From an optimization exercise on the open Yosys and OpenROAD flow, aimed at small area, a short achievable clock period and few clock cycles per item; shortcuts taken in it are not production practice. Function was checked by simulation only, so behaviour that the tests miss may differ from the original. No activity file was given, so power comes from the tool's default toggle rates.

### flow/config.mk
export PLATFORM = sky130hd
export DESIGN_NAME = argmax16
export DESIGN_NICKNAME = argmax16
export VERILOG_FILES = /design/flow/design.v
export SDC_FILE = /design/flow/constraint.sdc
export NUM_CORES = 4
export LEC_CHECK = 0
export CAP_MARGIN = 20
export CORE_MARGIN = 2
export CORE_UTILIZATION = 55
export CTS_BUF_LIST = sky130_fd_sc_hd__clkbuf_4 sky130_fd_sc_hd__clkbuf_8
export SETUP_SLACK_MARGIN = 4.3
export SLEW_MARGIN = 20
export TNS_END_PERCENT = 50
### flow/constraint.sdc
create_clock -name core_clock -period 8.5 [get_ports {clk}]
set_input_delay 1.7000 -clock core_clock [delete_from_list [all_inputs] [get_ports {clk}]]
set_output_delay 1.7000 -clock core_clock [all_outputs]
set_load 0.01 [all_outputs]
### flow/design.v
module comparator #(
  parameter int DW = 16,
  parameter int HB = 3
) (
  input  logic [3:0][DW-1:0]  val,
  output logic [3:0]          win,
  output logic [HB-1:0]       o_high,
  output logic [DW-HB-1:0]    o_low
);
  localparam int LB = DW - HB;
  function automatic logic greater(input logic [LB-1:0] a, input logic [LB-1:0] b);
    logic c;
    c = 1'b0;
    for (int k = 0; k < LB; k++) c = (a[k] & ~b[k]) | ((a[k] | ~b[k]) & c);
    greater = c;
  endfunction
  logic [3:0]      cand;         
  logic [3:0]      bits;
  logic [3:0][3:0] beats;        
  always_comb begin
    cand = 4'b1111;
    for (int k = HB - 1; k >= 0; k--) begin
      for (int i = 0; i < 4; i++) bits[i] = val[i][LB + k];
      o_high[k] = |(cand & bits);
      cand = cand & (bits | {4{~o_high[k]}});
    end
  end
  always_comb begin
    beats = '0;
    for (int i = 0; i < 4; i++)
      for (int j = i + 1; j < 4; j++) begin
        beats[i][j] = greater(val[i][LB-1:0], val[j][LB-1:0]);
        beats[j][i] = ~beats[i][j];
      end
    for (int i = 0; i < 4; i++) begin
      win[i] = cand[i];
      for (int j = 0; j < 4; j++)
        if (j != i) win[i] = win[i] & (~cand[j] | beats[i][j]);
    end
  end
  always_comb begin
    o_low = '0;
    for (int i = 0; i < 4; i++) o_low |= {LB{win[i]}} & val[i][LB-1:0];
  end
endmodule
module argmax4_flat #(
  parameter int DW = 13
) (
  input  logic [3:0][DW-1:0] val,
  input  logic [3:0]         flag,
  output logic [3:0]         win
);
  function automatic logic greater(input logic [DW-1:0] a, input logic [DW-1:0] b);
    logic c;
    c = 1'b0;
    for (int k = 0; k < DW; k++) c = (a[k] & ~b[k]) | ((a[k] | ~b[k]) & c);
    greater = c;
  endfunction
  logic [3:0][3:0] beats;        
  always_comb begin
    beats = '0;
    for (int i = 0; i < 4; i++)
      for (int j = i + 1; j < 4; j++) begin
        beats[i][j] = greater(val[i], val[j]);
        beats[j][i] = ~beats[i][j];
      end
    for (int i = 0; i < 4; i++) begin
      win[i] = flag[i];
      for (int j = 0; j < 4; j++)
        if (j != i) win[i] = win[i] & (~flag[j] | beats[i][j]);
    end
  end
endmodule
module argmax16 #(
  parameter int HB = 3      
) (
  input  logic         clk,
  input  logic         rstn,        
  input  logic         in_valid,
  input  logic [255:0] in_data,     
  output logic         out_valid,
  output logic [3:0]   out_idx
);
  localparam int LB = 16 - HB;
  logic                valid_q;
  logic [3:0][HB-1:0]  ghigh;             
  logic [3:0][LB-1:0]  glow, glow_q;      
  logic [3:0][3:0]     gwin;              
  logic [3:0][1:0]     gidx, gidx_q;      
  logic [3:0]          gflag, gflag_q;    
  logic [3:0]          hbits;
  logic                hany;
  logic [3:0]          win;               
  logic [3:0]          idx_c;
  always_ff @(posedge clk or negedge rstn) begin
    if (!rstn) begin
      valid_q   <= 1'b0;
      out_valid <= 1'b0;
    end else begin
      valid_q   <= in_valid;
      out_valid <= valid_q;
    end
  end
  for (genvar g = 0; g < 4; g++) begin : g_grp
    comparator #(.DW(16), .HB(HB)) u_grp (
      .val    (in_data[64*g +: 64]),
      .win    (gwin[g]),
      .o_high (ghigh[g]),
      .o_low  (glow[g])
    );
    assign gidx[g][1] = gwin[g][3] | gwin[g][2];
    assign gidx[g][0] = gwin[g][3] | gwin[g][1];
  end
  always_comb begin
    gflag = 4'b1111;
    for (int k = HB - 1; k >= 0; k--) begin
      for (int g = 0; g < 4; g++) hbits[g] = ghigh[g][k];
      hany  = |(gflag & hbits);
      gflag = gflag & (hbits | {4{~hany}});
    end
  end
  always_ff @(posedge clk) begin
    glow_q  <= glow;
    gidx_q  <= gidx;
    gflag_q <= gflag;
  end
  argmax4_flat #(.DW(LB)) u_top (
    .val  (glow_q),
    .flag (gflag_q),
    .win  (win)
  );
  always_comb begin
    idx_c[3] = win[3] | win[2];
    idx_c[2] = win[3] | win[1];
    idx_c[1:0] = '0;
    for (int g = 0; g < 4; g++) idx_c[1:0] |= {2{win[g]}} & gidx_q[g];
  end
  always_ff @(posedge clk) out_idx <= idx_c;
endmodule
### flow/flow/run.sh
#!/bin/bash
# Standard ORFS layout, with the port buffers made of sky130 buf cells
# instead of the delay buffer buffer_ports picks by default.
set -e
export BUFFER_PORTS_ARGS="-buffer_cell sky130_fd_sc_hd__buf_1"
bash standard.sh > standard.log 2>&1
### flow/standard.sh
#!/bin/bash
# synth_recipe.tcl (not shown) runs the flow's synth.tcl, then flattens the netlist and writes it again
# the make line also repeats each setting of config.mk as NAME=value (left out here)
make -C /OpenROAD-flow-scripts/flow DESIGN_CONFIG=/design/flow/config.mk WORK_HOME=/design/flow/orfs CLKGATE_MAP_FILE= SYNTH_SCRIPT=/design/flow/synth_recipe.tcl "${@:-finish}"
==> results of run 1 <==
[routing by layer]
| metal | share of wire | vias to the layer above |
|---|---|---|
| met4 | 0.030 | 0 |
| met5 | 0 | - |
| met2 | 0.45 | 663 |
| met3 | 0.098 | 93 |
| li1 | - | 6151 |
| met1 | 0.42 | 5921 |
[timing repair]
action | 4_1_cts | 5_1_grt
setup buffers | 2 | 12
hold buffers | 0 | 0
gates cloned | 0 | 2
setup endpoints to repair | 56 | 63
gates resized for setup | 11 | 53
pin swaps | 2 | 24
[final timing paths]
check                             endpoint  cells past startpoint
worst max-delay path            glow_q[19]                     11
worst min-delay path             out_valid                      0
worst max register to register  out_idx[0]                     10
worst min register to register   out_valid                      0
max in group asynchronous        out_valid                      1
min in group asynchronous          valid_q                      1
[report_power, final]
part	switching, W	leakage (nW)	internal, W
registers	0.000102	0.594	0.000407
logic	0.000526	3.91	0.000399
clock network	0.000137	0.0961	0.000114
[state kept, by name (all words and copies together), names as in the netlist]
signal,count
glow_q,52
out_idx,4
gidx_q,8
out_valid,1
gflag_q,4
valid_q,1
[layout by cell type (no fill, tap or decap), types with 13 or more instances in the layout]
cell type | synthesis | routed
a211oi_1 | 19 | 17
a21oi_1 | 82 | 77
a221o_1 | 45 | 45
a221oi_1 | 19 | 17
a222oi_1 | 21 | 21
a22o_1 | 41 | 41
a22oi_1 | 29 | 29
a31oi_1 | 25 | 25
buf_1 | 0 | 250
dfxtp_1 | 68 | 68
inv_1 | 206 | 205
maj3_1 | 119 | 116
maj3_2 | 14 | 17
nand2_1 | 110 | 110
nand2b_1 | 73 | 73
nand3_1 | 21 | 21
nor2_1 | 89 | 87
nor2b_1 | 69 | 66
nor3_1 | 32 | 29
o2111ai_1 | 13 | 13
o211ai_1 | 23 | 23
o21ai_0 | 52 | 48
o21ai_1 | 27 | 28
o221ai_1 | 32 | 31
o22ai_1 | 40 | 40
[cells by family after synthesis]
logic type,after synthesis,synth area share
adder cells (fa/ha/maj),133,0.1302
AO/OA/AOI/OAI,580,0.4198
flip-flops,70,0.1362
AND/OR/NAND/NOR,448,0.2199
buffers and inverters,249,0.09395
[final cells by class]
class | instances | area share
Multi-Input combinational cell | 1163 | 0.6822
Clock inverter | 5 | 0.002070
Inverter | 209 | 0.06489
Timing Repair Buffer | 279 | 0.09790
Sequential cell | 70 | 0.1167
Clock buffer | 11 | 0.01200
Tap cell | 234 | 0.02422
[stage by stage]
stage               cells  worst slack, ns  hold WS (ns)
CTS                  1957            4.256        0.3661
floorplan            1480            4.301        0.3312
global placement     1939            3.424        0.3396
finish               1971            4.324        0.3651
detailed placement   1939            3.405        0.3378
global route         1971            4.266        0.3709
==> flow_summary.toml, run 1 <==
[outcome]
status = "complete, no violations"

[setup_path]
required_ns = 8.77
critPathLaunchType = "input port"
r2r_slack_ns = 5.42
crit_slowest_cell = "maj3_2"
r2r_start = "glow_q[26]"
crit_path_max_fanout = 7
critical_path.most_common_cell = "maj3_2"
cp-end-kind = "flop"
critPathMaxStageDelay_ns = 0.35
crit_buf_inv = 1
cp.arrival_ns = 4.44
worst-setup-path-type = "in -> reg"
crit_chain = "buf_8 -> nor2b_4 -> maj3_2 -> maj3_2 -> maj3_2 -> o41ai_4 -> maj3_2 -> a21oi_4 -> o2111a_2 -> a22o_1 -> a221o_1"
crit_family = "adder cells"
critPathLaunch = "in_data[64]"

[synth]
yosys_warnings = 3
synth_nets = 1739
synth.avg_cell_area_um2 = 7.001
ys_ff_latch = 70
yosysSeqAreaShare = 0.1362
synth_area_um2 = 10360
ys.flop_type = "dfxtp_1"
synth_top_cell_by_area = "dfxtp_1"
syn_inst = 1480
synth_edf_count = 0
ys_top_cells_by_count = "206 x inv_1, 119 x maj3_1, 110 x nand2_1, 89 x nor2_1, 82 x a21oi_1"
synth_top_area_frac = 0.1314
synth.area.top_cells = "dfxtp_1 13%, maj3_1 11%, inv_1 7.5%, nand2b_1 4.4%, a221o_1 4.3%"
synth.distinct_cells = 86
async_reset_ff_frac = 0.02857
synth_most_common_cell = "inv_1"

[global_routing]
antenna_found_initial = 0
grt_max_degree = 16
busiest_layer = "met2"
overflow = 0
use_met2 = 0.5583
grt_use_total = 0.3403
grt_pass1_vias = 11510
grt_pass1_wl_um = 56220
gr-usage-met1 = 0.4489
met3_usage = 0.06919

[placed_design]
dpl.hpwl_um = 28350
place_congestion = 1.014
io_buffers = 263
dpl_cell_area_um2 = 11500

[run]
maxCapViolCount = 0

[clock_network]
cts.htree.levels = 3
clockBufferDepth = 2
clk_latency_ns = 0.39
clkTransAtPathRegs_ns = 0.08
clock_sinks = 70
cts_tree = "built"
numCtsBuffers = 9
cts-root-buf = "clkbuf_8"

[floorplan]
core_area_um2 = 18580
boundaryPins = 264
fp.dieH_um = 141.3
rows = 50
dieArea_um2 = 19950
initial_core_util = 0.5576
die-width_um = 141.3

[route]
drt_pass1_iterations = 8
first_iter_violations = 1113
route.detailed.drc = 0
routedWlPerCell_um = 18.46
ant_nets = 0
wirelength_um = 36380
routed_via_density = 6.508
vias = 12830

[cells_and_area]
area_growth_pct = 16.69
nNetsFinal = 1991
drive_gt1_frac = 0.07024
multi_input_area_um2 = 8248
regArea_um2 = 1411
utilization = 0.6507
design_area_um2 = 12090
fillers = 1786
n_antenna_cell = 0

[worst_hold_path]
hp-start = "valid_q"
holdCritPathClass = "reg -> reg"

[timing]
rsz0062_at_grt = "true"
clock.fmax_mhz = 239.5
finalSetupViolCount = 0
timing.setup.tns_ns = 0
drv_slew = 0
fin_crit_sh = 0.4913
hold_viol_final = 0
clock-skew-final_ns = 0.008046
min_period_ns = 4.176
tightestPinTransition_ns = 0.7077
max-slew-margin-rel = 0.5272

[power]
irDropWorstVdd_uv = 83.04
pwr_density_cell_nw_per_um2 = 139.3
leakagePower_nw = 4.604
p_total_w = 0.001684
Testbench counts, summed over its fixed seeds: cycles 8,208, items 8,192.
==> inputs of run 2 (changes only) <==
--- a/flow/config.mk
+++ b/flow/config.mk
@@ -9,6 +9,6 @@
 export CORE_MARGIN = 2
 export CORE_UTILIZATION = 55
 export CTS_BUF_LIST = sky130_fd_sc_hd__clkbuf_4 sky130_fd_sc_hd__clkbuf_8
+export GPL_ROUTABILITY_DRIVEN = 0
 export SETUP_SLACK_MARGIN = 4.3
 export SLEW_MARGIN = 20
-export TNS_END_PERCENT = 50
==> run 2 against run 1 <==
Largest power group unchanged; sequential share of layout area decreased by 0.12 points; combinational power increased by 2%; synthesized cell count unchanged; maximum frequency about the same; clock skew increased by 0.0096 ns; global-route usage increased by 0.071 points; cell count increased by 0.25%; total power increased by 0.55%; cell area increased by 1.0%; sequential cell count unchanged; via count increased by 1.8%.
==> flow_summary.toml, run 2 <==
[outcome]
status = "complete, no violations"

[floorplan]
boundaryPins = 264
fp.dieH_um = 141.3
dieArea_um2 = 19950
die-width_um = 141.3
initial_core_util = 0.5576
core_area_um2 = 18580
rows = 50

[clock_network]
postCtsHoldBufs = 0
clock_sinks = 70
cts_tree = "built"
cts-root-buf = "clkbuf_8"
numCtsBuffers = 9
clockBufferDepth = 2
clkTransAtPathRegs_ns = 0.09
cts.htree.levels = 3
clk_latency_ns = 0.38

[cells_and_area]
drive_gt1_frac = 0.07922
area_growth_pct = 17.90
nNetsFinal = 1996
final_common_cell = "buf_1"
max_flop_register = "glow_q"
utilization = 0.6574
largest_reg_flops = 52
reg_top3 = "glow_q x52, gidx_q x8"
layout_common_cells = "244 x buf_1, 206 x inv_1, 115 x maj3_1"
n_antenna_cell = 0

[synth]
synth-simple-area-share = 0.2199
synthMuxAreaShare = 0
synth_top_area_frac = 0.1314
synth_top_family_by_area = "compound AO/OA/AOI/OAI gates"
yosysSeqAreaShare = 0.1362
synth_xor_area_frac = 0
ys.flop_type = "dfxtp_1"
synth_edf_count = 0
ys_ff_latch = 70
yosys_warnings = 3
async_reset_ff_frac = 0.02857
synth.avg_cell_area_um2 = 7.001
synth.area.top_cells = "dfxtp_1 13%, maj3_1 11%, inv_1 7.5%, nand2b_1 4.4%, a221o_1 4.3%"
syn_inst = 1480
synth_most_common_cell = "inv_1"
synth_top_cell_by_area = "dfxtp_1"
synth_area_um2 = 10360
synth.distinct_cells = 86
synth_nets = 1739
ys_top_cells_by_count = "206 x inv_1, 119 x maj3_1, 110 x nand2_1, 89 x nor2_1, 82 x a21oi_1"
synth_adder_area_share = 0.1302
synth_compound_area_frac = 0.4198

[global_routing]
grt_max_degree = 16
antenna_found_initial = 0
grt_pass1_vias = 11610
grt_use_total = 0.3411
grt_pass1_wl_um = 56830
overflow = 0

[setup_path]
cp-end-kind = "flop"
critPathLaunch = "in_data[64]"
required_ns = 8.74
worst-setup-path-type = "in -> reg"
r2r_start = "glow_q[0]"
crit_path_max_fanout = 7
critPathLaunchType = "input port"
cp.arrival_ns = 4.42

[route]
route.detailed.drc = 0
wirelength_um = 36210
vias = 13050
routed_via_density = 6.606
ant_nets = 0
first_iter_violations = 1329
drt_pass1_iterations = 7
routedWlPerCell_um = 18.33

[placed_design]
dpl.hpwl_um = 28270
io_buffers = 263

[timing]
drv_slew = 0
hold_viol_final = 0
finalSetupViolCount = 0
rsz0062_at_grt = "true"
clock-skew-final_ns = 0.01762
max-slew-margin-rel = 0.5255
fin_crit_sh = 0.4909
timing.setup.tns_ns = 0
min_period_ns = 4.172
clock.fmax_mhz = 239.7
tightestPinTransition_ns = 0.7052

[power]
switching_share = 0.4523
pwr_density_cell_nw_per_um2 = 138.7
pwr-share-comb = 0.555
leakagePower_nw = 4.667
irDropWorstVdd_uv = 82.07
seq_power_share = 0.300
p_int_w = 0.0009276
p_switching_w = 0.0007661
clockPowerShare = 0.145

[worst_hold_path]
hp-start = "valid_q"
holdCritPathClass = "reg -> reg"

[run]
maxCapViolCount = 0
run 2: changes by cell type in the layout (fill, tap and decap cells not counted), sizes merged:
cell,previous run,this run
clkbuf,22,27
buf,268,267
clkinv,5,6
nor2b,70,69
o21ai,79,80
run 2: metrics by stage:
step                cells  total power [W]  hold WS, ns  instance area [µm²]  worst slack (ns)
floorplan            1480         0.001084       0.3312                10400             4.301
global placement     1939         0.001355       0.3382                11500             3.467
detailed placement   1939         0.001362       0.3444                11500             3.429
CTS                  1962         0.001630       0.3652                11850             4.287
global route         1976         0.001801       0.3716                12220             4.224
finish               1976         0.001694       0.3619                12220             4.328
run 2: final cells by class:
cell class              instances  area [µm²]
multi-input cells            1163        8297
fillers                      1810        6365
flip-flops and latches         70        1411
repair buffers                284        1255
inverters                     209       784.5
well taps                     234       292.8
clock buffers                  10       137.6
clock inverters                 6       37.54
run 2: per-layer routing:
metal | up-vias | global-route usage | share of wire
met2 | 715 | 0.5575 | 0.45
li1 | 6167 | - | -
met3 | 94 | 0.04826 | 0.088
met5 | - | 0 | 0
met1 | 6077 | 0.4667 | 0.43
met4 | 0 | 0.1053 | 0.027
run 2: cell families after synthesis:
kind of cell | count (synthesis)
buffers and inverters | 249
DFF | 70
AOI/OAI and AO/OA | 580
adders and majority gates | 133
and+or+nand+nor | 448
run 2: power by group through the flow:
| stage | clock network, W | registers, W | logic, W |
|---|---|---|---|
| after global routing | 0.000262 | 0.000512 | 0.00103 |
| after global placement | 0 | 0.000510 | 0.000845 |
| final | 0.000245 | 0.000508 | 0.000941 |
| after floorplan | 0 | 0.000467 | 0.000617 |
| after detailed placement | 0 | 0.000508 | 0.000854 |
| after CTS | 0.000247 | 0.000503 | 0.000881 |
run 2: timing repair:
| item | 4_1_cts | 5_1_grt |
|---|---|---|
| pin swaps | 4 | 26 |
| buffers inserted | 5 | 13 |
| resized for setup | 20 | 60 |
| cloned | 2 | 1 |
| setup endpoints to repair | 57 | 63 |
run 2: worst max-delay path: stages:
cell      delay, ns
buf_8          0.10
nor2b_4        0.11
maj3_2         0.31
maj3_2         0.31
maj3_2         0.35
o41ai_4        0.31
maj3_2         0.27
a21oi_4        0.07
o2111a_2       0.34
a22o_1         0.26
a221o_1        0.27
run 2: final timing paths:
check                             endpoint  cells past startpoint  slack (ns)
worst max-delay path            glow_q[18]                     11        4.33
worst min-delay path             out_valid                      0        0.36
worst max register to register  out_idx[1]                     10        5.43
worst min register to register   out_valid                      0        0.36
max in group asynchronous        out_valid                      1        7.30
min in group asynchronous          valid_q                      1        1.08
==> inputs of run 3 (changes only) <==
--- a/flow/config.mk
+++ b/flow/config.mk
@@ -7,8 +7,7 @@
 export LEC_CHECK = 0
 export CAP_MARGIN = 20
 export CORE_MARGIN = 2
-export CORE_UTILIZATION = 55
+export CORE_UTILIZATION = 48
 export CTS_BUF_LIST = sky130_fd_sc_hd__clkbuf_4 sky130_fd_sc_hd__clkbuf_8
-export GPL_ROUTABILITY_DRIVEN = 0
 export SETUP_SLACK_MARGIN = 4.3
 export SLEW_MARGIN = 20
==> run 3 against run 2 <==
Die area increased by 14%; setup slack improved by 0.012 ns; sequential power increased by 0.8%; worst hold slack improved by 0.013 ns; synthesized area unchanged; sequential cell count unchanged; clock skew decreased by 0.0063 ns; core utilization decreased by 7.4 points; still clean; critical path type unchanged; non-clock buffer count unchanged; largest cell class unchanged; largest power group unchanged; total power increased by 6.1%.
==> flow_summary.toml, run 3 <==
[global_routing]
grt_use_total = 0.3124
grt_pass1_wl_um = 57950
grt_pass1_vias = 11460
antenna_found_initial = 0
overflow = 0
grt_max_degree = 16

[setup_path]
r2r_start = "glow_q[32]"
critPathLaunchType = "input port"
critical_path.most_common_cell = "maj3_2"
critPathMaxStageDelay_ns = 0.34
crit_chain = "clkbuf_2 -> nor2b_1 -> maj3_2 -> maj3_2 -> maj3_2 -> o41ai_4 -> maj3_2 -> a21oi_2 -> o2111a_2 -> a22o_1 -> a221o_1"
crit_path_max_fanout = 7
cp-end-kind = "flop"
cp.arrival_ns = 4.41
reg2reg_depth = 10
r2r_slack_ns = 5.44
endpoint = "glow_q[17]"
worst-setup-path-type = "in -> reg"
crit_slowest_cell = "o2111a_2"
required_ns = 8.75
r2r-end = "out_idx[1]"
critPathLaunch = "in_data[64]"

[synth]
ys.flop_type = "dfxtp_1"
async_reset_ff_frac = 0.02857
syn_inst = 1480
ys_ff_latch = 70
synth.distinct_cells = 86
synth.area.top_cells = "dfxtp_1 13%, maj3_1 11%, inv_1 7.5%, nand2b_1 4.4%, a221o_1 4.3%"
synth_edf_count = 0
synth_top_area_frac = 0.1314
yosysSeqAreaShare = 0.1362
synth_nets = 1739
synth.avg_cell_area_um2 = 7.001
ys_top_cells_by_count = "206 x inv_1, 119 x maj3_1, 110 x nand2_1, 89 x nor2_1, 82 x a21oi_1"
yosys_warnings = 3
synth_area_um2 = 10360
synth_top_cell_by_area = "dfxtp_1"
synth_most_common_cell = "inv_1"

[route]
ant_nets = 0
route.detailed.drc = 0
routed_via_density = 6.373
first_iter_violations = 1021
wirelength_um = 37790
drt_pass1_iterations = 6
vias = 12850
routedWlPerCell_um = 18.73

[run]
maxCapViolCount = 0

[power]
leakagePower_nw = 4.676
pwr_density_cell_nw_per_um2 = 146.0
irDropWorstVdd_uv = 115.7

[clock_network]
cts-root-buf = "clkbuf_8"
postCtsHoldBufs = 0
clkTransAtPathRegs_ns = 0.09
cts.htree.levels = 3
clockBufferDepth = 2
numCtsBuffers = 9
clk_latency_ns = 0.37
clock_sinks = 70
cts_tree = "built"

[floorplan]
dieArea_um2 = 22780
fp.dieH_um = 150.9
boundaryPins = 264
core_area_um2 = 21090
die-width_um = 150.9
initial_core_util = 0.4913
rows = 53

[worst_hold_path]
hp-start = "valid_q"
holdCritPathClass = "reg -> reg"

[placed_design]
place_congestion = 1.015
dpl.hpwl_um = 29640
dp_cells = 1980
io_buffers = 263

[timing]
clock.fmax_mhz = 240.3
timing.setup.tns_ns = 0
hold_viol_final = 0
max-slew-margin-rel = 0.5064
min_period_ns = 4.161
holdWs_ns = 0.3746
tightestPinTransition_ns = 0.7336
drv_slew = 0
clock-skew-final_ns = 0.01137
finalSetupViolCount = 0
rsz0062_at_grt = "true"
fin_crit_sh = 0.4895

[cells_and_area]
reg_top3 = "glow_q x52, gidx_q x8"
final_common_cell = "buf_1"
drive_gt1_frac = 0.08037
largest_reg_flops = 52
layout_common_cells = "245 x buf_1, 205 x inv_1, 115 x maj3_1"
nNetsFinal = 1996
max_flop_register = "glow_q"
area_growth_pct = 18.84
n_antenna_cell = 0
final_cells = 2017

[outcome]
status = "complete, no violations"
-- run 3: routing by layer --
metal,vias to the layer above,GRT usage,routed length (µm),share of wire
met5,-,0,0,0
met4,0,0.07804,840,0.022
met3,65,0.04247,3245,0.086
met2,651,0.5134,17180,0.45
met1,5980,0.4317,16520,0.44
li1,6158,-,-,-
-- run 3: logic make-up after synthesis --
logic type / share of synthesized area
buffers and inverters: 0.09395
adder cells (fa/ha/maj): 0.1302
AND/OR/NAND/NOR: 0.2199
flip-flops: 0.1362
AO/OA/AOI/OAI: 0.4198
-- run 3: where the power goes --
part | internal [W] | switching (W)
combinational | 0.000406 | 0.000533
clock | 0.000211 | 0.000135
sequential | 0.000407 | 0.000104
total | 0.00102 | 0.000773
-- run 3: layout make-up --
| class | count | area [µm²] |
|---|---|---|
| Clock inverter | 5 | 105.1 |
| Inverter | 209 | 784.5 |
| Clock buffer | 11 | 151.4 |
| Sequential cell | 70 | 1411 |
| Tap cell | 275 | 344.1 |
| Timing Repair Buffer | 284 | 1242 |
| Multi-Input combinational cell | 1163 | 8274 |
| Fill cell | 2139 | 8775 |
-- run 3: metrics by stage --
step                total power (W)  setup slack, ns  area, µm²  utilization
floorplan                  0.001084            4.301      10400            -
global placement           0.001372            3.436      11550       0.5477
detailed placement         0.001373            3.452      11550       0.5479
CTS                        0.001743            4.291      11960       0.5673
global route               0.001914            4.203      12310       0.5839
finish                     0.001798            4.339      12310       0.5839
-- run 3: what timing repair did --
action,in CTS,in global routing
hold endpoints to repair,0,0
setup buffers,6,13
pin swaps,4,11
endpoints found under the setup margin,57,62
resized for setup,14,54
cloned,0,2
-- run 3: worst min path at each step --
stage	endpoint	depth (start not counted)	slack [ns]
after floorplan	out_valid	0	0.33
after global placement	out_valid	0	0.34
after detailed placement	out_valid	0	0.36
after CTS	out_valid	0	0.39
after global routing	out_valid	0	0.40
final	out_valid	0	0.37
-- run 3: critical path: cells and delay by family --
family	cells	cell delay [ns]
adder cells (fa/ha/maj)	4	1.22
AO/OA/AOI/OAI	5	1.22
AND/OR/NAND/NOR	1	0.15
buffers and inverters	1	0.12
==> inputs of run 4 (changes only) <==
--- a/flow/config.mk
+++ b/flow/config.mk
@@ -7,7 +7,7 @@
 export LEC_CHECK = 0
 export CAP_MARGIN = 20
 export CORE_MARGIN = 2
-export CORE_UTILIZATION = 48
+export CORE_UTILIZATION = 55
 export CTS_BUF_LIST = sky130_fd_sc_hd__clkbuf_4 sky130_fd_sc_hd__clkbuf_8
-export SETUP_SLACK_MARGIN = 4.3
+export SETUP_SLACK_MARGIN = 4.4
 export SLEW_MARGIN = 20
==> run 4 against run 3 <==
First-iteration DRC count grew 35%; maximum frequency grew 2.2%; sequential share of layout area fell by 0.052 points; critical path depth grew 1; worst hold slack got worse by 0.015 ns; total power down 4.7%; clock skew increased by 0.0026 ns; clock power decreased by 27%; sequential cell count unchanged; core utilization increased by 8.2 points; cell count fell by 1.9%; combinational power rose by 1%; still clean on timing, DRC and antenna.
==> flow_summary.toml, run 4 <==
[synth]
synth.area.top_cells = "dfxtp_1 13%, maj3_1 11%, inv_1 7.5%, nand2b_1 4.4%, a221o_1 4.3%"
synth_compound_area_frac = 0.4198
synth_area_um2 = 10360
synth-simple-area-share = 0.2199
ys_top_cells_by_count = "206 x inv_1, 119 x maj3_1, 110 x nand2_1, 89 x nor2_1, 82 x a21oi_1"
synth_xor_area_frac = 0
async_reset_ff_frac = 0.02857
synth_top_cell_by_area = "dfxtp_1"
synthMuxAreaShare = 0
synth_edf_count = 0
synth_adder_area_share = 0.1302
synth_top_area_frac = 0.1314
ys.flop_type = "dfxtp_1"
synth_most_common_cell = "inv_1"
syn_inst = 1480
synth.avg_cell_area_um2 = 7.001
synth_top_family_by_area = "compound AO/OA/AOI/OAI gates"
ys_ff_latch = 70
yosysSeqAreaShare = 0.1362
synth.distinct_cells = 86
yosys_warnings = 3
synth_nets = 1739

[route]
drt_pass1_iterations = 6
route.detailed.drc = 0
routedWlPerCell_um = 18.39
vias = 12920
first_iter_violations = 1380
routed_via_density = 6.528
wirelength_um = 36390
ant_nets = 0

[floorplan]
die-width_um = 141.3
dieArea_um2 = 19950
initial_core_util = 0.5576
core_area_um2 = 18580
fp.dieH_um = 141.3
boundaryPins = 264
rows = 50

[global_routing]
antenna_found_initial = 0
grt_use_total = 0.3432
overflow = 0
grt_pass1_wl_um = 56690
grt_pass1_vias = 11540
grt_max_degree = 16

[timing]
drv_slew = 0
tightestPinTransition_ns = 0.6599
clock-skew-final_ns = 0.01399
hold_viol_final = 0
clock.fmax_mhz = 245.7
rsz0062_at_grt = "true"
timing.setup.tns_ns = 0
fin_ws_ns = 4.429
max-slew-margin-rel = 0.5564
min_period_ns = 4.071
fin_crit_sh = 0.4789
finalSetupViolCount = 0

[cells_and_area]
layout_common_cells = "232 x buf_1, 202 x inv_1, 111 x maj3_1"
max_flop_register = "glow_q"
largest_reg_flops = 52
design_area_um2 = 12370
final_common_cell = "buf_1"
nNetsFinal = 2000
area_growth_pct = 19.38
n_antenna_cell = 0
fillers = 1738
drive_gt1_frac = 0.1020
reg_top3 = "glow_q x52, gidx_q x8"

[placed_design]
io_buffers = 263
dpl_cell_area_um2 = 11550
place_congestion = 1.012
dpl.hpwl_um = 28390
dp_slack_ns = 3.637

[setup_path]
worst-setup-path-type = "in -> reg"
crit_buf_inv = 3
crit_slowest_cell = "maj3_1"
critPathMaxStageDelay_ns = 0.37
required_ns = 8.73
crit_path_max_fanout = 5
crit_chain = "buf_2 -> inv_2 -> nand2_1 -> maj3_1 -> maj3_1 -> a41o_1 -> maj3_2 -> o221a_1 -> a21boi_4 -> buf_6 -> a22o_1 -> a221o_1"
critPathLaunchType = "input port"
reg2reg_depth = 10
path_depth = 12
cp.arrival_ns = 4.30
critical_path.most_common_cell = "maj3_1"
crit_family = "compound AO/OA/AOI/OAI gates"
cp-end-kind = "flop"

[power]
leakagePower_nw = 4.754
irDropWorstVdd_uv = 76.13
pwr_density_cell_nw_per_um2 = 138.4

[clock_network]
cts.htree.levels = 3
cts-root-buf = "clkbuf_8"
numCtsBuffers = 9
clk_latency_ns = 0.37
clkTransAtPathRegs_ns = 0.07
cts_tree = "built"
clockBufferDepth = 2
clock_sinks = 70
postCtsHoldBufs = 0

[run]
maxCapViolCount = 0

[outcome]
status = "complete, no violations"

[worst_hold_path]
hold_depth = 0
holdCritPathClass = "reg -> reg"
==> run 4: changes by cell type in the layout (fill, tap and decap cells not counted), moves of 4 or more <==
cell,previous run,this run
o21ai_2,3,9
a221oi_1,17,13
maj3_2,18,22
buf_1,245,232
o21ai_1,26,22
maj3_1,115,111
clkbuf_2,18,25
buf_2,0,5
a221oi_2,1,5
==> run 4: power by group <==
part	internal, W	switching (W)
clock network	0.000130	0.000122
logic	0.000414	0.000539
registers	0.000407	0.000100
total	0.000951	0.000761
==> run 4: per-stage QoR <==
| step | cells | power, W | hold WS [ns] | util |
|---|---|---|---|---|
| 6_report | 1979 | 0.001713 | 0.3591 | 0.6657 |
| 5_1_grt | 1979 | 0.001823 | 0.3703 | 0.6657 |
| 4_1_cts | 1966 | 0.001655 | 0.3609 | 0.6460 |
| 3_5_place_dp | 1938 | 0.001369 | 0.3419 | 0.6218 |
| 3_3_place_gp | 1938 | 0.001360 | 0.3396 | 0.6218 |
| 2_1_floorplan | 1480 | 0.001091 | 0.3312 | - |
==> run 4: worst paths after layout <==
| kind | slack (ns) | end | from |
|---|---|---|---|
| worst max register to register | 5.49 | out_idx[1] | glow_q[0] |
| worst max-delay path | 4.43 | glow_q[47] | in_data[229] |
| worst min-delay path | 0.36 | out_valid | valid_q |
| min in group asynchronous | 1.10 | out_valid | rstn |
| max in group asynchronous | 7.28 | valid_q | rstn |
| worst min register to register | 0.36 | out_valid | valid_q |
==> run 4: final cells by class <==
| type | count | area (µm²) | area share |
|---|---|---|---|
| Tap cell | 234 | 292.8 | 0.02367 |
| Inverter | 209 | 784.5 | 0.06342 |
| Clock inverter | 1 | 5.005 | 0.0004046 |
| Sequential cell | 70 | 1411 | 0.1141 |
| Clock buffer | 14 | 173.9 | 0.01406 |
| Multi-Input combinational cell | 1164 | 8418 | 0.6806 |
| Timing Repair Buffer | 287 | 1284 | 0.1038 |
==> run 4: what timing repair did <==
action / 4_1_cts / 5_1_grt
cloned: 1 / 3
pin swaps: 6 / 18
gates resized for setup: 27 / 77
endpoints found under the setup margin: 60 / 62
buffers inserted: 12 / 10
==> run 4: metal layers <==
| layer | track usage | part of all wire |
|---|---|---|
| met2 | 0.5460 | 0.45 |
| met5 | 0 | 0 |
| met3 | 0.06210 | 0.090 |
| met4 | 0.1321 | 0.036 |
| met1 | 0.4629 | 0.42 |
==> run 4: cell families (layout without fill, tap and decap cells) <==
kind of cell | count (synthesis) | in the layout
AO/OA/AOI/OAI | 580 | 583
AND/OR/NAND/NOR | 448 | 448
buffers and inverters | 249 | 511
adder cells (fa/ha/maj) | 133 | 133
flip-flops | 70 | 70
==> run 4: worst register-to-register path: stages, from the launching register on <==
cell and delay (ns):
dfxtp_1 0.36, nor2b_1 0.15, maj3_1 0.39, a221oi_1 0.38
a211oi_1 0.14, o22ai_1 0.18, nand3_1 0.10, maj3_1 0.36
maj3_1 0.40, a21o_1 0.23, o221ai_1 0.20
==> inputs of run 5 (changes only) <==
==> flow/flow/run.sh (replaced) <==
#!/bin/bash
# Standard ORFS layout, with the port buffers made of sky130 buf cells
# instead of the delay buffer buffer_ports picks by default.
set -e
export BUFFER_PORTS_ARGS="-buffer_cell sky130_fd_sc_hd__buf_2"
bash standard.sh > standard.log 2>&1
--- a/flow/config.mk
+++ b/flow/config.mk
@@ -9,5 +9,5 @@
 export CORE_MARGIN = 2
 export CORE_UTILIZATION = 55
 export CTS_BUF_LIST = sky130_fd_sc_hd__clkbuf_4 sky130_fd_sc_hd__clkbuf_8
-export SETUP_SLACK_MARGIN = 4.4
+export SETUP_SLACK_MARGIN = 4.3
 export SLEW_MARGIN = 20
==> run 5 against run 4 <==
Still clean on timing, DRC and antenna; setup slack lost 0.11 ns; critical path depth unchanged; cell area up 0.86%; sequential power about the same.
==> flow_summary.toml, run 5 <==
[placed_design]
place_congestion = 1.008
dpl.hpwl_um = 28230
dp_slack_ns = 3.482
io_buffers = 263

[synth]
synth_most_common_cell = "inv_1"
async_reset_ff_frac = 0.02857
synth.distinct_cells = 86
synth_nets = 1739
synth_top_area_frac = 0.1314
synth.avg_cell_area_um2 = 7.001
synth.area.top_cells = "dfxtp_1 13%, maj3_1 11%, inv_1 7.5%, nand2b_1 4.4%, a221o_1 4.3%"
ys.flop_type = "dfxtp_1"
ys_ff_latch = 70
yosysSeqAreaShare = 0.1362
yosys_warnings = 3
synth_area_um2 = 10360
synth_top_cell_by_area = "dfxtp_1"
syn_inst = 1480
synth_edf_count = 0
ys_top_cells_by_count = "206 x inv_1, 119 x maj3_1, 110 x nand2_1, 89 x nor2_1, 82 x a21oi_1"

[floorplan]
dieArea_um2 = 19950
rows = 50
core_area_um2 = 18580
fp.dieH_um = 141.3
initial_core_util = 0.5576
boundaryPins = 264
die-width_um = 141.3

[cells_and_area]
largest_reg_flops = 52
n_antenna_cell = 0
area_growth_pct = 20.41
max_flop_register = "glow_q"
multi_input_area_um2 = 8247
regArea_um2 = 1411
nNetsFinal = 1994
reg_top3 = "glow_q x52, gidx_q x8"
drive_gt1_frac = 0.2132
layout_common_cells = "262 x buf_2, 206 x inv_1, 114 x maj3_1"
fillers = 1731
final_common_cell = "buf_2"

[power]
p_int_w = 0.001019
pwr-share-comb = 0.533
pwr_density_cell_nw_per_um2 = 142.6
clockPowerShare = 0.180
seq_power_share = 0.287
leakagePower_nw = 5.331
switching_share = 0.4269
irDropWorstVdd_uv = 84.24
p_switching_w = 0.0007593

[route]
ant_nets = 0
routed_via_density = 6.560
drt_pass1_iterations = 6
route.detailed.drc = 0
vias = 12950
wirelength_um = 36350
routedWlPerCell_um = 18.41
first_iter_violations = 1330

[clock_network]
postCtsHoldBufs = 0
clk_latency_ns = 0.36
cts_tree = "built"
clockBufferDepth = 2
cts-root-buf = "clkbuf_8"
clock_sinks = 70
clkTransAtPathRegs_ns = 0.08
cts.htree.levels = 3
numCtsBuffers = 9

[run]
maxCapViolCount = 0

[timing]
tightestPinTransition_ns = 0.7476
max-slew-margin-rel = 0.5005
clock.fmax_mhz = 239.4
min_period_ns = 4.177
finalSetupViolCount = 0
hold_viol_final = 0
timing.setup.tns_ns = 0
clock-skew-final_ns = 0.01307
fin_ws_ns = 4.323
fin_crit_sh = 0.4914
rsz0062_at_grt = "true"
drv_slew = 0

[worst_hold_path]
hold_depth = 0
hp-start = "valid_q"
holdCritPathClass = "reg -> reg"
hold_end = "out_valid"

[global_routing]
grt_pass1_wl_um = 56350
grt_max_degree = 16
grt_pass1_vias = 11430
antenna_found_initial = 0
overflow = 0
grt_use_total = 0.3377

[setup_path]
cp.arrival_ns = 4.42
r2r-end = "out_idx[0]"
r2r_slack_ns = 5.45
cp-end-kind = "flop"
critPathLaunchType = "input port"
required_ns = 8.75
worst-setup-path-type = "in -> reg"
reg2reg_depth = 10
crit_path_max_fanout = 14
r2r_start = "glow_q[26]"

[outcome]
status = "complete, no violations"
-- run 5: changes by cell type in the layout (fill, tap and decap cells not counted), sizes merged --
cell	delta
a21oi	-1
buf	+21
bufinv	+2
clkbuf	-27
-- run 5: final cells by class --
| class | count | area share |
|---|---|---|
| Inverter | 209 | 0.06288 |
| Clock inverter | 3 | 0.005215 |
| Sequential cell | 70 | 0.1131 |
| Timing Repair Buffer | 282 | 0.1204 |
| Multi-Input combinational cell | 1163 | 0.6610 |
| Clock buffer | 13 | 0.01384 |
| Tap cell | 234 | 0.02347 |
-- run 5: worst max-delay path by stage --
| stage | depth (start not counted) | start | to | slack (ns) |
|---|---|---|---|---|
| after CTS | 11 | in_data[32] | glow_q[11] | 4.30 |
| after global placement | 11 | in_data[175] | glow_q[26] | 3.52 |
| after detailed placement | 11 | in_data[191] | glow_q[28] | 3.48 |
| after global routing | 12 | in_data[223] | glow_q[47] | 4.28 |
| after floorplan | 12 | in_data[247] | glow_q[48] | 4.30 |
| final | 12 | in_data[183] | glow_q[32] | 4.32 |
-- run 5: critical path, stage by stage --
cell and delay [ns]:
buf_2 0.14, nand2b_1 0.15, maj3_1 0.38, a21boi_0 0.18
a221oi_1 0.32, a21oi_1 0.14, maj3_2 0.36, o221a_1 0.31
nor2b_4 0.15, buf_12 0.15, a22o_1 0.18, a221o_1 0.27
-- run 5: logic make-up (layout without fill, tap and decap cells) --
group | Yosys count | in the layout | share of synthesized area
DFF | 70 | 70 | 0.1362
AOI/OAI and AO/OA | 580 | 582 | 0.4198
buffers and inverters | 249 | 507 | 0.09395
adders and majority gates | 133 | 133 | 0.1302
and+or+nand+nor | 448 | 448 | 0.2199
-- run 5: through the flow --
step                      total power [W]    util  cells  hold WS (ns)  cell area (µm²)
after floorplan                  0.001084       -   1480        0.3312            10400
after global placement           0.001377  0.6366   1939        0.3395            11830
after detailed placement         0.001385  0.6366   1939        0.3380            11830
after CTS                        0.001720  0.6552   1963        0.3655            12170
after global routing             0.001887  0.6714   1974        0.3703            12480
final                            0.001779  0.6714   1974        0.3624            12480
-- run 5: layer usage --
metal  up-vias  global-route usage  share of wire
li1       6168                   -              -
met1      6027              0.4620           0.43
met2       683              0.5611           0.46
met3        72             0.04590          0.090
met4         0             0.08895          0.022
met5         -                   0              0
-- run 5: power groups by stage --
| stage | Combinational, W | Sequential [W] | Clock, W |
|---|---|---|---|
| 2_1_floorplan | 0.000617 | 0.000467 | 0 |
| 3_3_place_gp | 0.000865 | 0.000512 | 0 |
| 3_5_place_dp | 0.000875 | 0.000510 | 0 |
| 4_1_cts | 0.000893 | 0.000504 | 0.000323 |
| 5_1_grt | 0.00104 | 0.000514 | 0.000337 |
| 6_report | 0.000948 | 0.000510 | 0.000321 |
-- run 5: what timing repair did --
| action | 4_1_cts | 5_1_grt |
|---|---|---|
| setup endpoints to repair | 56 | 61 |
| pin swaps | 3 | 18 |
| resized for setup | 9 | 35 |
| buffers inserted | 8 | 9 |
| cloned | 0 | 2 |
==> inputs of run 6 (changes only) <==
==> flow/flow/run.sh (replaced) <==
#!/bin/bash
# Standard ORFS layout, with the port buffers made of sky130 buf cells
# instead of the delay buffer buffer_ports picks by default.
set -e
export BUFFER_PORTS_ARGS="-buffer_cell sky130_fd_sc_hd__buf_1"
bash standard.sh > standard.log 2>&1
--- a/flow/config.mk
+++ b/flow/config.mk
@@ -9,5 +9,6 @@
 export CORE_MARGIN = 2
 export CORE_UTILIZATION = 55
 export CTS_BUF_LIST = sky130_fd_sc_hd__clkbuf_4 sky130_fd_sc_hd__clkbuf_8
+export PLACE_DENSITY = 0.75
 export SETUP_SLACK_MARGIN = 4.3
 export SLEW_MARGIN = 20
==> run 6 against run 5 <==
Still clean on timing, DRC and antenna; total power down 2.8%; combinational power down 1%; synthesized area unchanged; sequential share of layout area up 0.19 points; setup slack worse by 0.0071 ns; clock skew down 0.0056 ns; sequential cell count unchanged; cell count up 0.10%; count of clock-buffer cells in the layout down 2; first-iteration DRC count down 3.9%; critical path depth unchanged; sequential power about the same; critical endpoint is now glow_q[47]; largest power group unchanged.
==> flow_summary.toml, run 6 <==
[outcome]
status = "complete, no violations"

[synth]
ys_ff_latch = 70
synth_most_common_cell = "inv_1"
ys_top_cells_by_count = "206 x inv_1, 119 x maj3_1, 110 x nand2_1, 89 x nor2_1, 82 x a21oi_1"
synth.area.top_cells = "dfxtp_1 13%, maj3_1 11%, inv_1 7.5%, nand2b_1 4.4%, a221o_1 4.3%"
synth.distinct_cells = 86
synth.avg_cell_area_um2 = 7.001
synth_area_um2 = 10360
syn_inst = 1480
yosysSeqAreaShare = 0.1362
yosys_warnings = 3
synth_nets = 1739
ys.flop_type = "dfxtp_1"
synth_top_area_frac = 0.1314
synth_top_cell_by_area = "dfxtp_1"
synth_edf_count = 0
async_reset_ff_frac = 0.02857

[cells_and_area]
drive_gt1_frac = 0.08209
final_cells = 1976
reg_top3 = "glow_q x52, gidx_q x8"
nNetsFinal = 1996
area_growth_pct = 18.42
n_antenna_cell = 0
design_area_um2 = 12270
max_flop_register = "glow_q"
largest_reg_flops = 52
layout_common_cells = "245 x buf_1, 204 x inv_1, 115 x maj3_1"
final_common_cell = "buf_1"
utilization = 0.6603

[timing]
timing.setup.tns_ns = 0
hold_viol_final = 0
finalSetupViolCount = 0
fin_crit_sh = 0.4922
tightestPinTransition_ns = 0.7357
clock.fmax_mhz = 239.0
min_period_ns = 4.184
rsz0062_at_grt = "true"
drv_slew = 0
max-slew-margin-rel = 0.5062
clock-skew-final_ns = 0.007446

[setup_path]
r2r_slack_ns = 5.52
crit_chain = "buf_1 -> nor2b_1 -> maj3_1 -> a221oi_1 -> o221ai_1 -> a21oi_1 -> inv_1 -> maj3_1 -> nor2b_1 -> nor4b_4 -> buf_4 -> a221o_1"
required_ns = 8.74
critPathMaxStageDelay_ns = 0.42
r2r_start = "glow_q[0]"
cp-end-kind = "flop"
crit_path_max_fanout = 7
r2r-end = "out_idx[1]"
critPathLaunch = "in_data[197]"
critPathLaunchType = "input port"
cp.arrival_ns = 4.42
reg2reg_depth = 10
endpoint = "glow_q[47]"
crit_slowest_cell = "maj3_1"
worst-setup-path-type = "in -> reg"

[placed_design]
place_congestion = 1.008
dpl_cell_area_um2 = 11500
dpl.hpwl_um = 28400
io_buffers = 263
dp_cells = 1939

[route]
routedWlPerCell_um = 18.37
routed_via_density = 6.524
route.detailed.drc = 0
drt_pass1_iterations = 6
vias = 12890
ant_nets = 0
first_iter_violations = 1278
wirelength_um = 36300

[global_routing]
overflow = 0
grt_pass1_wl_um = 56480
antenna_found_initial = 0
grt_pass1_vias = 11440
grt_use_total = 0.3389
grt_max_degree = 16

[floorplan]
rows = 50
die-width_um = 141.3
boundaryPins = 264
core_area_um2 = 18580
initial_core_util = 0.5576
dieArea_um2 = 19950
fp.dieH_um = 141.3

[clock_network]
cts-root-buf = "clkbuf_8"
cts.htree.levels = 3
cts_tree = "built"
clock_sinks = 70
clk_latency_ns = 0.37
clockBufferDepth = 2
clkTransAtPathRegs_ns = 0.08
numCtsBuffers = 9

[worst_hold_path]
holdCritPathClass = "reg -> reg"

[power]
pwr_density_cell_nw_per_um2 = 140.9
irDropWorstVdd_uv = 66.36
leakagePower_nw = 4.681

[run]
maxCapViolCount = 0
## run 6: how the worst min path moves through the flow
stage / startpoint / endpoint / slack [ns] / cells after the start
after global placement: valid_q / out_valid / 0.34 / 0
after CTS: valid_q / out_valid / 0.37 / 0
after global routing: valid_q / out_valid / 0.38 / 0
after floorplan: valid_q / out_valid / 0.33 / 0
after detailed placement: valid_q / out_valid / 0.35 / 0
final: valid_q / out_valid / 0.37 / 0
## run 6: repair_timing
action                                 4_1_cts  5_1_grt
setup endpoints to repair                   56       63
endpoints found under the hold margin        0        0
resized for setup                           12       71
setup buffers                                9        9
pin swaps                                    4       27
hold buffers                                 0        0
cloned                                       1        2
## run 6: where the power goes
group / switching, W / internal (W) / leakage, nW
clock network: 0.000134 / 0.000147 / 0.0990
logic: 0.000528 / 0.000409 / 3.99
registers: 0.000104 / 0.000407 / 0.594
total: 0.000766 / 0.000963 / 4.68
## run 6: layout make-up
type,count,area (µm²)
Inverter,209,784.5
Clock buffer,11,145.1
Sequential cell,70,1411
Multi-Input combinational cell,1163,8330
Clock inverter,5,58.81
Fill cell,1754,6311
Timing Repair Buffer,284,1246
Tap cell,234,292.8
## run 6: per-stage QoR
step / setup slack [ns] / hold WS [ns] / total power [W]
final: 4.316 / 0.3733 / 0.001729
after global routing: 4.237 / 0.3761 / 0.001839
after CTS: 4.298 / 0.3742 / 0.001669
after detailed placement: 3.406 / 0.3535 / 0.001363
after global placement: 3.474 / 0.3419 / 0.001355
after floorplan: 4.301 / 0.3312 / 0.001084
## run 6: logic make-up (layout without fill, tap and decap cells)
kind of cell,Yosys count,after routing,synth area share
AOI/OAI and AO/OA,580,582,0.4198
adders and majority gates,133,133,0.1302
buffers and inverters,249,509,0.09395
DFF,70,70,0.1362
and+or+nand+nor,448,448,0.2199
## run 6: critical path, delay by kind of cell
kind	cells	cell delay [ns]
compound gates	4	1.03
buf+inv	3	0.40
fa+ha+maj	2	0.78
simple gates	3	0.52
## run 6: layer usage
metal  wire [µm]  GRT usage  share of wire  up-vias
li1            -          -              -     6173
met1       15390     0.4622           0.42     5939
met2       16580     0.5549           0.46      684
met3        3308    0.04792          0.091       95
met4        1022     0.1063          0.028        0
met5           0          0              0        -
==> inputs of run 7 (changes only) <==
--- a/flow/config.mk
+++ b/flow/config.mk
@@ -9,6 +9,5 @@
 export CORE_MARGIN = 2
 export CORE_UTILIZATION = 55
 export CTS_BUF_LIST = sky130_fd_sc_hd__clkbuf_4 sky130_fd_sc_hd__clkbuf_8
-export PLACE_DENSITY = 0.75
 export SETUP_SLACK_MARGIN = 4.3
 export SLEW_MARGIN = 20
==> run 7 against run 6 <==
Sequential share of layout area grew 0.21 points; setup slack gained 0.026 ns; global-route usage grew 0.28 points; via count shrank 0.22%; combinational power shrank 2%; clock skew grew 0.0013 ns; core utilization shrank 1.2 points; non-clock buffer count shrank 9; synthesized cell count is the same; maximum frequency grew 0.63%; sequential cell count is the same; die area is the same; critical endpoint is now glow_q[19]; largest power group unchanged; highest routed layer unchanged.
==> flow_summary.toml, run 7 <==
[outcome]
status = "complete, no violations"

[worst_hold_path]
hold_depth = 0
hp-start = "valid_q"
holdCritPathClass = "reg -> reg"
hold_end = "out_valid"

[synth]
synth_top_family_by_area = "compound AO/OA/AOI/OAI gates"
synth_nets = 1739
syn_inst = 1480
synth_most_common_cell = "inv_1"
synth_top_area_frac = 0.1314
yosys_warnings = 3
ys_ff_latch = 70
synth.avg_cell_area_um2 = 7.001
synth_compound_area_frac = 0.4198
synth.distinct_cells = 86
synth_top_cell_by_area = "dfxtp_1"
synth-simple-area-share = 0.2199
synth_adder_area_share = 0.1302
synth_xor_area_frac = 0
synth_area_um2 = 10360
ys_top_cells_by_count = "206 x inv_1, 119 x maj3_1, 110 x nand2_1, 89 x nor2_1, 82 x a21oi_1"
async_reset_ff_frac = 0.02857
synthMuxAreaShare = 0
synth.area.top_cells = "dfxtp_1 13%, maj3_1 11%, inv_1 7.5%, nand2b_1 4.4%, a221o_1 4.3%"
synth_edf_count = 0
yosysSeqAreaShare = 0.1362
ys.flop_type = "dfxtp_1"

[setup_path]
r2r_start = "glow_q[26]"
worst-setup-path-type = "in -> reg"
cp-end-kind = "flop"
required_ns = 8.77
critPathLaunchType = "input port"
r2r_slack_ns = 5.42
r2r-end = "out_idx[0]"
reg2reg_depth = 10
cp.arrival_ns = 4.43
crit_path_max_fanout = 15

[clock_network]
clock_sinks = 70
numCtsBuffers = 9
cts.htree.levels = 3
cts_tree = "built"
postCtsHoldBufs = 0
cts-root-buf = "clkbuf_8"
clk_latency_ns = 0.39
clkTransAtPathRegs_ns = 0.08
clockBufferDepth = 2

[power]
irDropWorstVdd_uv = 83.02
p_total_w = 0.001682
pwr_density_cell_nw_per_um2 = 139.5
leakagePower_nw = 4.583

[route]
wirelength_um = 36410
route.detailed.drc = 0
vias = 12860
routed_via_density = 6.536
routedWlPerCell_um = 18.50
first_iter_violations = 1082
ant_nets = 0
drt_pass1_iterations = 7

[cells_and_area]
nNetsFinal = 1988
final_common_cell = "buf_1"
drive_gt1_frac = 0.06920
area_growth_pct = 16.34
reg_top3 = "glow_q x52, gidx_q x8"
layout_common_cells = "250 x buf_1, 205 x inv_1, 116 x maj3_1"
max_flop_register = "glow_q"
n_antenna_cell = 0
largest_reg_flops = 52

[global_routing]
grt_max_degree = 16
antenna_found_initial = 0
grt_pass1_wl_um = 56440
grt_pass1_vias = 11550
grt_use_total = 0.3416
overflow = 0

[floorplan]
boundaryPins = 264
rows = 50
initial_core_util = 0.5576
dieArea_um2 = 19950
fp.dieH_um = 141.3
core_area_um2 = 18580
die-width_um = 141.3

[timing]
max-slew-margin-rel = 0.5421
tightestPinTransition_ns = 0.6853
clock.fmax_mhz = 240.5
fin_ws_ns = 4.342
min_period_ns = 4.158
clock-skew-final_ns = 0.008751
rsz0062_at_grt = "true"
fin_crit_sh = 0.4891
finalSetupViolCount = 0
timing.setup.tns_ns = 0
hold_viol_final = 0
drv_slew = 0

[run]
maxCapViolCount = 0

[placed_design]
io_buffers = 263
dpl.hpwl_um = 28350
dp_slack_ns = 3.405
place_congestion = 1.014
[run 7: changes by cell type in the layout (fill, tap and decap cells not counted), moves of 2 or more]
cell | before | now
a2111oi_1 | 0 | 2
a21oi_2 | 2 | 4
buf_12 | 6 | 3
clkbuf_2 | 17 | 11
nand2b_4 | 2 | 0
nand2b_1 | 71 | 73
buf_4 | 14 | 10
clkinv_2 | 1 | 5
clkinvlp_4 | 2 | 0
o21ai_2 | 4 | 2
buf_1 | 245 | 250
[run 7: logic make-up after synthesis]
logic type | Yosys count
compound gates | 580
simple gates | 448
buf+inv | 249
fa+ha+maj | 133
flops | 70
[run 7: worst max-delay path by stage]
stage / from / to / slack (ns) / cells past startpoint
2_1_floorplan: in_data[247] / glow_q[48] / 4.30 / 12
3_3_place_gp: in_data[191] / glow_q[28] / 3.42 / 11
3_5_place_dp: in_data[191] / glow_q[29] / 3.40 / 11
4_1_cts: in_data[32] / glow_q[8] / 4.28 / 11
5_1_grt: in_data[159] / gflag_q[1] / 4.27 / 10
6_report: in_data[106] / glow_q[19] / 4.34 / 11
[run 7: repair_timing]
item | 4_1_cts | 5_1_grt
setup endpoints to repair | 56 | 63
buffers inserted | 2 | 8
cloned | 1 | 2
pin swaps | 9 | 15
resized for setup | 20 | 41
[run 7: power breakdown]
group	leakage, nW	switching, W	internal (W)
logic	3.89	0.000527	0.000395
registers	0.594	0.000103	0.000407
clock network	0.0961	0.000136	0.000114
[run 7: cell type report]
type	instances	area (µm²)
Clock buffer	11	145.1
Clock inverter	5	25.02
Fill cell	1792	6526
Inverter	209	784.5
Multi-Input combinational cell	1164	8262
Sequential cell	70	1411
Tap cell	234	292.8
Timing Repair Buffer	275	1134
[run 7: layer usage]
layer  vias to the layer above  share of wire  GRT usage
met1                      5955           0.42     0.4495
met3                        81          0.097    0.06919
met4                         0          0.027     0.1116
met5                         -              0          0
met2                       679           0.45     0.5618
li1                       6147              -          -
[run 7: critical path, cell delays in order]
cell and delay, ns:
buf_1 0.20, inv_2 0.10, maj3_1 0.37, maj3_2 0.32
a211o_1 0.28, o41a_1 0.42, maj3_2 0.36, nor2_4 0.15
a211oi_4 0.06, buf_12 0.16, a221o_1 0.29
[run 7: stage by stage]
step	instance area, µm²	instances	hold slack (ns)	util
2_1_floorplan	10400	1480	0.3312	-
3_3_place_gp	11500	1939	0.3396	0.6189
3_5_place_dp	11500	1939	0.3378	0.6189
4_1_cts	11820	1958	0.3661	0.6363
5_1_grt	12050	1968	0.3709	0.6488
6_report	12050	1968	0.3648	0.6488
==> inputs of run 8 (changes only) <==
--- a/flow/config.mk
+++ b/flow/config.mk
@@ -9,5 +9,6 @@
 export CORE_MARGIN = 2
 export CORE_UTILIZATION = 55
 export CTS_BUF_LIST = sky130_fd_sc_hd__clkbuf_4 sky130_fd_sc_hd__clkbuf_8
+export GPL_TIMING_DRIVEN = 0
 export SETUP_SLACK_MARGIN = 4.3
 export SLEW_MARGIN = 20
==> run 8 against run 7 <==
Core utilization rose by 2.2 points; critical endpoint is now glow_q[47]; critical path depth rose by 2; clock power fell by 3%; largest cell class unchanged; cell area rose by 3.4%; first-iteration DRC count rose by 11%; sequential power fell by 1%; via count rose by 0.37%; maximum frequency fell by 0.78%; register-to-register slack improved by 0.12 ns; clock skew fell by 0.0021 ns; total power rose by 1.6%; global-route usage fell by 0.86 points.
==> flow_summary.toml, run 8 <==
[synth]
synth_most_common_cell = "inv_1"
synth.avg_cell_area_um2 = 7.001
ys_top_cells_by_count = "206 x inv_1, 119 x maj3_1, 110 x nand2_1, 89 x nor2_1, 82 x a21oi_1"
synth-simple-area-share = 0.2199
synth_area_um2 = 10360
synth_edf_count = 0
synth.area.top_cells = "dfxtp_1 13%, maj3_1 11%, inv_1 7.5%, nand2b_1 4.4%, a221o_1 4.3%"
syn_inst = 1480
yosys_warnings = 3
synth.distinct_cells = 86
synth_adder_area_share = 0.1302
synth_compound_area_frac = 0.4198
synthMuxAreaShare = 0
synth_xor_area_frac = 0
synth_top_family_by_area = "compound AO/OA/AOI/OAI gates"
ys_ff_latch = 70
synth_top_area_frac = 0.1314
async_reset_ff_frac = 0.02857
yosysSeqAreaShare = 0.1362
synth_top_cell_by_area = "dfxtp_1"
ys.flop_type = "dfxtp_1"
synth_nets = 1739

[floorplan]
rows = 50
die-width_um = 141.3
fp.dieH_um = 141.3
initial_core_util = 0.5576
dieArea_um2 = 19950
core_area_um2 = 18580
boundaryPins = 264

[timing]
min_period_ns = 4.190
clock.fmax_mhz = 238.6
timing.setup.tns_ns = 0
drv_slew = 0
max-slew-margin-rel = 0.5199
hold_viol_final = 0
clock-skew-final_ns = 0.006656
finalSetupViolCount = 0
tightestPinTransition_ns = 0.7187
rsz0062_at_grt = "true"
fin_crit_sh = 0.4930

[setup_path]
cp-end-kind = "flop"
crit_family = "adder cells"
required_ns = 8.71
critical_path.most_common_cell = "maj3_2"
r2r_slack_ns = 5.54
crit_slowest_cell = "maj3_2"
critPathLaunchType = "input port"
worst-setup-path-type = "in -> reg"
crit_buf_inv = 3
crit_chain = "buf_2 -> nand2b_4 -> maj3_2 -> maj3_2 -> maj3_2 -> maj3_2 -> o311ai_4 -> maj3_2 -> nand2_1 -> and3_4 -> buf_6 -> buf_8 -> a221o_1"
crit_path_max_fanout = 10
cp.arrival_ns = 4.40
critPathMaxStageDelay_ns = 0.35

[clock_network]
clockBufferDepth = 2
cts.htree.levels = 3
cts-root-buf = "clkbuf_8"
clock_sinks = 70
clk_latency_ns = 0.35
postCtsHoldBufs = 0
clkTransAtPathRegs_ns = 0.07
cts_tree = "built"
numCtsBuffers = 9

[placed_design]
dp_cells = 1956
place_congestion = 0.9999
dpl_cell_area_um2 = 11600
io_buffers = 242
dpl.hpwl_um = 28050

[power]
leakagePower_nw = 4.849
pwr_density_cell_nw_per_um2 = 137.1
p_total_w = 0.001709
irDropWorstVdd_uv = 86.68

[cells_and_area]
max_flop_register = "glow_q"
utilization = 0.6710
final_common_cell = "buf_1"
layout_common_cells = "217 x buf_1, 202 x inv_1, 111 x maj3_1"
final_cells = 2000
design_area_um2 = 12470
area_growth_pct = 20.32
drive_gt1_frac = 0.1127
reg_top3 = "glow_q x52, gidx_q x8"
nNetsFinal = 2020
largest_reg_flops = 52

[global_routing]
antenna_found_initial = 2
busiest_layer = "met2"
met3_usage = 0.05805
grt_pass1_wl_um = 55370
use_met2 = 0.5501
grt_pass1_vias = 11430
grt_use_total = 0.3330
grt_max_degree = 11
overflow = 0
gr-usage-met1 = 0.4473

[route]
ant_nets = 0
first_iter_violations = 1205
routed_via_density = 6.455
drt_pass1_iterations = 6
vias = 12910
wirelength_um = 35580
routedWlPerCell_um = 17.79
route.detailed.drc = 0

[worst_hold_path]
holdCritPathClass = "reg -> reg"

[outcome]
status = "complete, no violations"

[run]
maxCapViolCount = 0
run 8: cell counts after synthesis:
No cell type changed its count.
run 8: final cells by class:
| class | instances | area [µm²] |
|---|---|---|
| Multi-Input combinational cell | 1161 | 8379 |
| Antenna cell | 1 | 2.502 |
| Tap cell | 234 | 292.8 |
| Fill cell | 1744 | 6113 |
| Timing Repair Buffer | 270 | 1152 |
| Inverter | 209 | 784.5 |
| Sequential cell | 70 | 1411 |
| Clock buffer | 14 | 173.9 |
| Buffer | 40 | 265.3 |
| Clock inverter | 1 | 5.005 |
run 8: worst reg2reg max path, cell delays in order (launching register included):
cell and delay [ns]:
dfxtp_1 0.37, nor2b_1 0.16, maj3_1 0.38, a221oi_1 0.37, a211oi_1 0.14, o22ai_1 0.19
nand3_1 0.10, maj3_1 0.36, maj3_1 0.39, a211o_1 0.31, o211ai_1 0.10
run 8: where the power goes:
| group | total [W] | switching, W | internal [W] |
|---|---|---|---|
| logic | 0.000964 | 0.000539 | 0.000424 |
| clock network | 0.000243 | 0.000113 | 0.000130 |
| registers | 0.000503 | 0.0000950 | 0.000408 |
| total | 0.00171 | 0.000748 | 0.000962 |
run 8: what timing repair did:
action	CTS	global route
cloned	3	2
gates resized for setup	59	82
endpoints found under the setup margin	53	62
pin swaps	27	38
setup buffers	6	17
run 8: final timing paths:
check	to	cells after the start	start
min in group asynchronous	valid_q	1	rstn
max	glow_q[47]	13	in_data[247]
min reg2reg	out_valid	0	valid_q
max in group asynchronous	out_valid	1	rstn
min	out_valid	0	valid_q
max reg2reg	out_idx[0]	10	glow_q[0]
run 8: metrics by stage:
step / setup WS [ns] / hold slack [ns]
finish: 4.310 / 0.3572
global route: 4.269 / 0.3688
CTS: 4.300 / 0.3598
detailed placement: 3.586 / 0.3425
global placement: 3.582 / 0.3435
floorplan: 4.301 / 0.3312
run 8: kinds of logic (layout without fill, tap and decap cells):
family	count (synthesis)	in the layout
buffers and inverters	249	534
AOI/OAI and AO/OA	580	580
DFF	70	70
other	0	1
adders and majority gates	133	133
and+or+nand+nor	448	448
run 8: metal layers:
metal | vias to the layer above | wire, µm | share of wire
li1 | 6225 | - | -
met1 | 5955 | 15210 | 0.43
met2 | 653 | 16380 | 0.46
met3 | 75 | 3162 | 0.089
met4 | 2 | 809 | 0.023
met5 | - | 13 | 0.00037

[separate check: timing with driven ports]
How much do the figures lean on ideal ports? The routed layouts below were timed once more, with nothing changed but the port constraints. Step 1 assumes that a clkbuf_16 drives the clock port and a buf_2 every other input. Step 2 times the ports against the registers' clock, not the clock port: input delays grow and output delays shrink by t, the midpoint of the rising clock arrivals with the driver on. Three values: no drivers, after step 1, after step 2; two values: the first two.
| run | shift t [ns] | setup WS [ns] | hold slack, ns | cell pins on the clock port's net |
|---|---|---|---|---|
| run 1 | 0.423 | 4.324 / 4.326 / 3.903 | 0.365 / 0.365 / 0.365 | 1 |
| run 2 | 0.408 | 4.328 / 4.333 / 3.925 | 0.362 / 0.362 / 0.362 | 1 |
| run 3 | 0.404 | 4.339 / 4.357 / 3.952 | 0.375 / 0.375 / 0.375 | 1 |
| run 4 | 0.404 | 4.429 / 4.451 / 4.047 | 0.359 / 0.359 / 0.359 | 1 |
| run 5 | 0.396 | 4.323 / 4.346 / 3.950 | 0.362 / 0.362 / 0.362 | 1 |
| run 6 | 0.401 | 4.316 / 4.333 / 3.932 | 0.373 / 0.373 / 0.373 | 1 |
| run 7 | 0.421 | 4.342 / 4.354 / 3.933 | 0.365 / 0.365 / 0.365 | 1 |
| run 8 | 0.385 | 4.310 / 4.329 / 3.944 | 0.357 / 0.357 / 0.357 | 1 |
After both steps setup and hold are still met in every run listed. The setup slack of run 1, which loses most, moves by +0.002 ns with the drivers and by -0.421 ns with both steps.
